What follows belongs to an exercise in optimizing a design on an open flow for small area; a production flow would make more cautious choices. In this exercise RTL edits were held to simulation tests only and were not proved equivalent to the original. Power figures rest on the tool's default switching activity, not on a simulated workload.

==> flow/design.v, too long to show whole: its modules and the start of the top module <==
// module spr_p1: 2588 lines
// module spr_p2x: 20 lines
// module font_rom: 199 lines
// module kof_top: 304 lines
module kof_top(input wire clk, input wire rst, input wire [3:0] btn, input wire ps2d, ps2c,
			input wire [7:0] sw, output wire [3:0] an, output wire [7:0] segment,
			output wire hsync, vsync, output wire [2:0] rgb);
  // ...
==> flow/flow/run.sh <==
#!/bin/bash
# Standard synthesis, then the combinational logic is re-mapped for area with a stronger ABC
# script (registers, their names and cell types are kept), then the standard layout flow.
set -euo pipefail
LIB=$FLOW_HOME/platforms/sky130hd/lib/sky130_fd_sc_hd__tt_025C_1v80.lib
RES=orfs/results/sky130hd/kof_top/base
bash standard.sh synth > synth.log 2>&1
cp $RES/1_2_yosys.v std_synth.v
python3 flow/mk_techmap.py $LIB > cells_comb.v
DU=$(sed -n '/DONT_USE_CELLS/,/^$/p' $FLOW_HOME/platforms/sky130hd/config.mk | grep -o "sky130_fd_sc_hd__[a-z0-9_]*" | sed 's/^/-dont_use /' | tr '\n' ' ')
cat > remap.ys <<EOS
read_liberty -lib $LIB
read_verilog std_synth.v
hierarchy -check -top kof_top
techmap -map cells_comb.v
techmap
opt -purge
abc -liberty $LIB $DU -script flow/deep.abc
splitnets
opt_clean -purge
hilomap -singleton -hicell sky130_fd_sc_hd__conb_1 HI -locell sky130_fd_sc_hd__conb_1 LO
insbuf -buf sky130_fd_sc_hd__buf_4 A X
opt_clean -purge
tee -o remap_stat.txt stat -liberty $LIB
write_verilog -noattr -nohex -nodec remap.v
EOS
yosys -s remap.ys > remap.log 2>&1
cp remap.v $RES/1_2_yosys.v
rm -f $RES/1_synth.odb $RES/1_synth.sdc
bash standard.sh finish > finish.log 2>&1
==> flow/flow/deep.abc <==
strash
&get -n
&deepsyn -T 120
&put
dch -f
amap
==> flow/flow/mk_techmap.py <==
# Generate a yosys techmap turning combinational sky130 cells into generic logic.
import re, sys
lib = open(sys.argv[1]).read()
out = []
# crude liberty parser: cell blocks
seen = set()
for m in re.finditer(r'\n\s*cell\s*\(\s*"?([\w]+)"?\s*\)\s*\{', lib):
    name = m.group(1)
    if name in seen:
        continue
    seen.add(name)
    # find block end by brace matching
    i = m.end(); depth = 1
    while depth:
        c = lib[i]
        if c == '{': depth += 1
        elif c == '}': depth -= 1
        i += 1
    body = lib[m.end():i]
    if re.search(r'\bff\s*\(|\blatch\s*\(|statetable', body):
        continue
    pins = []
    for pm in re.finditer(r'\n\s*pin\s*\(\s*"?(\w+)"?\s*\)\s*\{', body):
        j = pm.end(); d = 1
        while d:
            c = body[j]
            if c == '{': d += 1
            elif c == '}': d -= 1
            j += 1
        pb = body[pm.end():j]
        dirm = re.search(r'direction\s*:\s*"?(\w+)"?', pb)
        fm = re.search(r'function\s*:\s*"([^"]*)"', pb)
        pins.append((pm.group(1), dirm.group(1) if dirm else None, fm.group(1) if fm else None))
    outs = [p for p in pins if p[1] == 'output']
    ins = [p for p in pins if p[1] == 'input']
    if not outs or any(o[2] is None for o in outs):
        continue
    if re.search(r'three_state|tristate', body):
        continue
    ports = [p[0] for p in ins] + [o[0] for o in outs]
    s = f"module {name}(" + ", ".join(ports) + ");\n"
    for p in ins: s += f"  input {p[0]};\n"
    for o in outs:
        f = o[2].replace('!', '~')
        f = re.sub(r'\)\s*\(', ') & (', f)
        s += f"  output {o[0]};\n  assign {o[0]} = {f};\n"
    s += "endmodule\n"
    out.append(s)
print("\n".join(out))
==> flow/standard.sh <==
#!/bin/bash
# synth_recipe.tcl (not shown) runs the flow's synth.tcl, then flattens the netlist and writes it again
# the make line also repeats each setting of config.mk as NAME=value (left out here)
make -C /OpenROAD-flow-scripts/flow DESIGN_CONFIG=/design/flow/config.mk WORK_HOME=/design/flow/orfs CLKGATE_MAP_FILE= SYNTH_SCRIPT=/design/flow/synth_recipe.tcl "${@:-finish}"
==> flow/config.mk <==
export PLATFORM = sky130hd
export DESIGN_NAME = kof_top
export DESIGN_NICKNAME = kof_top
export VERILOG_FILES = /design/flow/design.v
export SDC_FILE = /design/flow/constraint.sdc
export NUM_CORES = 4
export LEC_CHECK = 0
export CAP_MARGIN = 20
export CORE_MARGIN = 2
export CORE_UTILIZATION = 40
export SLEW_MARGIN = 20
export SYNTH_MEMORY_MAX_BITS = 131072
==> flow/constraint.sdc <==
create_clock -name core_clock -period 20.0 [get_ports {clk}]
set_input_delay 4.0000 -clock core_clock [delete_from_list [all_inputs] [get_ports {clk}]]
set_output_delay 4.0000 -clock core_clock [all_outputs]
set_load 0.01 [all_outputs]
==> results.json, run 1 <==
{
  "drtIter0Drc": 872,
  "cts.htree.levels": 4,
  "finalWirelength_um": 31400,
  "clk_path_buf_depth": 2,
  "drv_cap": 0,
  "min_delay_path_depth": 2,
  "internal_power_uw": 491,
  "die_h_um": 158,
  "tightest_slew_ps": 1070,
  "grt_util_met2": 0.418,
  "via_per_inst": 5.92,
  "grt_use_total": 0.256,
  "cp.depth": 10,
  "clock_area_frac": 0.0573,
  "leakage_uw": 0.00357,
  "drive_gt1_frac": 0.0313,
  "dr_wl_met3_um": 2150,
  "slew_viol_final": 0,
  "met1_usage": 0.325,
  "yosys_warnings": 4,
  "clkSinkCount": 151,
  "grt_max_degree": 24,
  "postCtsSetupBuffers": 0,
  "portBuffers": 21,
  "crit_end": "segment[2]",
  "critPathKind": "register to output port",
  "grt_pass1_vias": 9846,
  "relSlewSlack": 0.282,
  "status": "finished clean",
  "finalClockSkew_ps": 15.5,
  "power_frac_clock": 0.479
}
==> run 2: changes to the inputs <==
==> flow/flow/run.sh (replaced) <==
#!/bin/bash
# Standard synthesis; then the combinational logic is re-mapped for area with a stronger ABC
# script (registers, their names and cell types are kept), trying a few ABC seeds in parallel
# and keeping the smallest; then the standard layout flow, with small port buffers and a
# clock tree without dummy loads.
set -euo pipefail
LIB=$FLOW_HOME/platforms/sky130hd/lib/sky130_fd_sc_hd__tt_025C_1v80.lib
RES=orfs/results/sky130hd/kof_top/base
T=${DEEPSYN_T:-300}
bash standard.sh synth > synth.log 2>&1
cp $RES/1_2_yosys.v std_synth.v
python3 flow/mk_techmap.py $LIB > cells_comb.v
DU=$(sed -n '/DONT_USE_CELLS/,/^$/p' $FLOW_HOME/platforms/sky130hd/config.mk | grep -o "sky130_fd_sc_hd__[a-z0-9_]*" | sed 's/^/-dont_use /' | tr '\n' ' ')
for S in 0 1 2 3; do
  cat > deep_$S.abc <<EOS
strash
&get -n
&deepsyn -T $T -S $S
&put
dch -f
amap
EOS
  cat > remap_$S.ys <<EOS
read_liberty -lib $LIB
read_verilog std_synth.v
hierarchy -check -top kof_top
techmap -map cells_comb.v
techmap
opt -purge
abc -liberty $LIB $DU -script deep_$S.abc
splitnets
opt_clean -purge
hilomap -singleton -hicell sky130_fd_sc_hd__conb_1 HI -locell sky130_fd_sc_hd__conb_1 LO
insbuf -buf sky130_fd_sc_hd__buf_4 A X
opt_clean -purge
tee -o remap_stat_$S.txt stat -liberty $LIB
write_verilog -noattr -nohex -nodec remap_$S.v
EOS
  yosys -s remap_$S.ys > remap_$S.log 2>&1 &
done
wait
BEST=$(for S in 0 1 2 3; do echo "$(grep 'Chip area' remap_stat_$S.txt | awk '{print $NF}') $S"; done | sort -g | head -1 | awk '{print $2}')
echo "areas:"; grep 'Chip area' remap_stat_*.txt; echo "best seed $BEST"
cp remap_$BEST.v $RES/1_2_yosys.v
rm -f $RES/1_synth.odb $RES/1_synth.sdc
bash standard.sh BUFFER_PORTS_ARGS="-buffer_cell sky130_fd_sc_hd__buf_1" \
  CTS_ARGS="-sink_clustering_enable -repair_clock_nets -dont_use_dummy_load" finish > finish.log 2>&1
--- a/flow/config.mk
+++ b/flow/config.mk
@@ -7,6 +7,6 @@
 export LEC_CHECK = 0
 export CAP_MARGIN = 20
 export CORE_MARGIN = 2
-export CORE_UTILIZATION = 40
+export CORE_UTILIZATION = 60
 export SLEW_MARGIN = 20
 export SYNTH_MEMORY_MAX_BITS = 131072
removed: flow/flow/deep.abc
==> run 2 against run 1 <==
Net effect:
- still clean
- combinational power fell by 59%
- first-iteration DRC count increased by 47%
- synthesized cell count shrank 4.1%
- setup slack gained 180 ps
- fmax up 2.6%
- critical path type unchanged
- largest cell class unchanged
- highest routed layer unchanged
==> results.json, run 2 <==
{
  "clkSinkCount": 151,
  "top_regs": "c1s x19, cd x13",
  "grt_overflow_total": 0,
  "tightest_slew_ps": 941,
  "finalWirelength_um": 29100,
  "required_ps": 16000,
  "power_switching_uw": 121,
  "rr_endpoint": "x2[7]",
  "layout_common_cells": "nor2_1, clkinv_1, dfxtp_1",
  "top_register": "c1s",
  "insertion_delay_ps": 430,
  "relSlewSlack": 0.365,
  "p_per_area_mw_per_mm2": 58.0,
  "hold_start": "c1s[3]",
  "period_share": 0.343,
  "stdcell_count": 1580,
  "yosys_warnings": 4,
  "comb_power_share": 0.032,
  "syn_avg_cell_area_um2": 6.82,
  "vias": 10300,
  "rsz0062_at_grt": "false",
  "area_growth_pct": 8.63,
  "endpoint_kind": "output port",
  "nets": 1410,
  "worstReg2RegStart": "x1[4]",
  "cts_root_buf": "clkbuf_16",
  "place_hpwl_um": 22100,
  "rows": 45,
  "setup_tns_ps": 0,
  "path_cells": "clkinv_1, nor2_1, nor3_1, a221oi_1, nor2b_1, nor2b_1, o21ai_0, nand2_1, a21oi_1, a21o_1, nor2_1, buf_1",
  "hold_end": "c1s[4]",
  "drc_errors": 0,
  "postCtsSetupBuffers": 0,
  "portBuffers": 21,
  "cts.htree.levels": 4,
  "antenna_cells": 0,
  "drtIter0Drc": 1280,
  "power_frac_clock": 0.437,
  "slew_viol_final": 0,
  "cp_top_family": "compound AO/OA/AOI/OAI gates",
  "cts_made_buffers": 17,
  "cts-resized-gates": 0,
  "leakage_uw": 0.00324,
  "syn_nets": 1363,
  "peakVddDrop_v": 0.0000645,
  "largest_register_ffs": 19,
  "critPathKind": "register to output port",
  "critPathMaxFanout": 10,
  "synth_area_mm2": 0.00918,
  "start_kind": "register",
  "via_per_inst": 6.55,
  "cp.arrival_ps": 2860,
  "dieArea_mm2": 0.0163,
  "critical_path.startpoint": "cd[12]",
  "clkSlewWorstSetupHoldPaths_ps": 70,
  "synthCells": 1347,
  "fmax_mhz": 146,
  "seq_power_share": 0.532,
  "final_core_util": 0.661,
  "period_needed_ps": 6860,
  "setup_violations": 0,
  "drt_pass1_iterations": 7,
  "post-place-cells": 1563,
  "cts_tree": "yes",
  "internal_power_uw": 457,
  "drive_gt1_frac": 0.0180,
  "start_util": 0.608,
  "grt_antenna_before_repair": 0,
  "die_h_um": 128,
  "num-fill-cells": 1373,
  "drv_cap": 0,
  "crit_path_top_delay_cell": "dfxtp_1",
  "routedWlPerCell_um": 18.4,
  "r2r_slack_ps": 13220,
  "mostFrequentLayoutCell": "nor2_1",
  "min_delay_path_depth": 2,
  "grt_pass1_wl_um": 46700,
  "ios": 33,
  "hold_violations": 0,
  "place.gp.congestion": 1.00,
  "finalClockSkew_ps": 27.6,
  "grt_pass1_vias": 9338,
  "grt_max_degree": 28,
  "cpPeakStageDelay_ps": 510,
  "worstHoldPathType": "register to register",
  "critPathBufInv": 2,
  "ant_nets": 0,
  "hold_buffers": 0,
  "status": "finished clean",
  "grt_use_total": 0.357,
  "die_w_um": 128,
  "switching_share": 0.210,
  "ff2ff_path_depth": 30,
  "clk_path_buf_depth": 2,
  "core_mm2": 0.0151
}
run 2: through the flow:
stage	power, µW	hold WS, ps	instance area, µm²	setup WS (ps)
2_1_floorplan	325	385	9180	13670
3_3_place_gp	332	406	9550	13150
3_5_place_dp	332	414	9550	13090
4_1_cts	582	401	9970	13170
5_1_grt	596	433	9970	12560
6_report	579	401	9970	13140
run 2: layout make-up:
cell class	instances	area (µm²)	area share
inverters	195	732	0.0734
clock buffers	17	425	0.0427
well taps	188	235	0.0236
flip-flops and latches	151	3140	0.315
multi-input cells	1000	5300	0.531
repair buffers	29	139	0.0139
run 2: worst max path at each step:
stage,end,slack [ps],cells past startpoint
after floorplan,segment[2],13670,11
after global placement,asc[1],13150,13
after detailed placement,asc[0],13090,13
after CTS,segment[2],13170,12
after global routing,x2[7],12560,30
final,segment[2],13140,12
run 2: power groups by stage:
stage | sequential [µW] | combinational [µW] | clock [µW]
after global routing | 308 | 19.9 | 268
after global placement | 314 | 17.6 | 0
after CTS | 308 | 17.8 | 256
after detailed placement | 314 | 17.6 | 0
final | 308 | 18.3 | 253
after floorplan | 314 | 11.1 | 0
run 2: tightest hold or removal path, delay by kind of cell (launching register included):
family	cells	cell delay, ps
buf+inv	1	50
flops	1	300
simple gates	1	40
run 2: per-layer routing:
metal  share of wire  wire length, µm  global-route usage
met1            0.42            12400               0.479
met2            0.43            12700               0.550
met3           0.090             2610              0.0655
met4           0.051             1500               0.191
met5               0                0                   0

-- afterwards: timing with drivers on the ports --
How much do the figures lean on ideal ports? The routed layouts below were timed once more, with nothing changed but the port constraints.
Step 1: set_driving_cell puts a clkbuf_16 on clk and a buf_2 on each other input, an assumption about the parent block.
Step 2 moves the port delays by t, midway between the first and last clock arrival at a register: inputs arrive t later, outputs are due t later. That takes back most of the time a late clock gives input paths.
Three values: ideal, step 1, step 2; two values: the first two.
run	t, ns	setup slack, ns	worst register clock-pin slew, ns	cell pins on the clock port's net
run 1	0.479	12.959 / 12.912 / 13.165	0.08 / 0.08	1
run 2	0.462	13.137 / 13.092 / 13.018	0.07 / 0.07	1
After both steps every run listed still meets setup and hold. For run 2, which loses most, drivers alone change the setup slack by -0.045 ns; drivers and shift together by -0.119 ns.
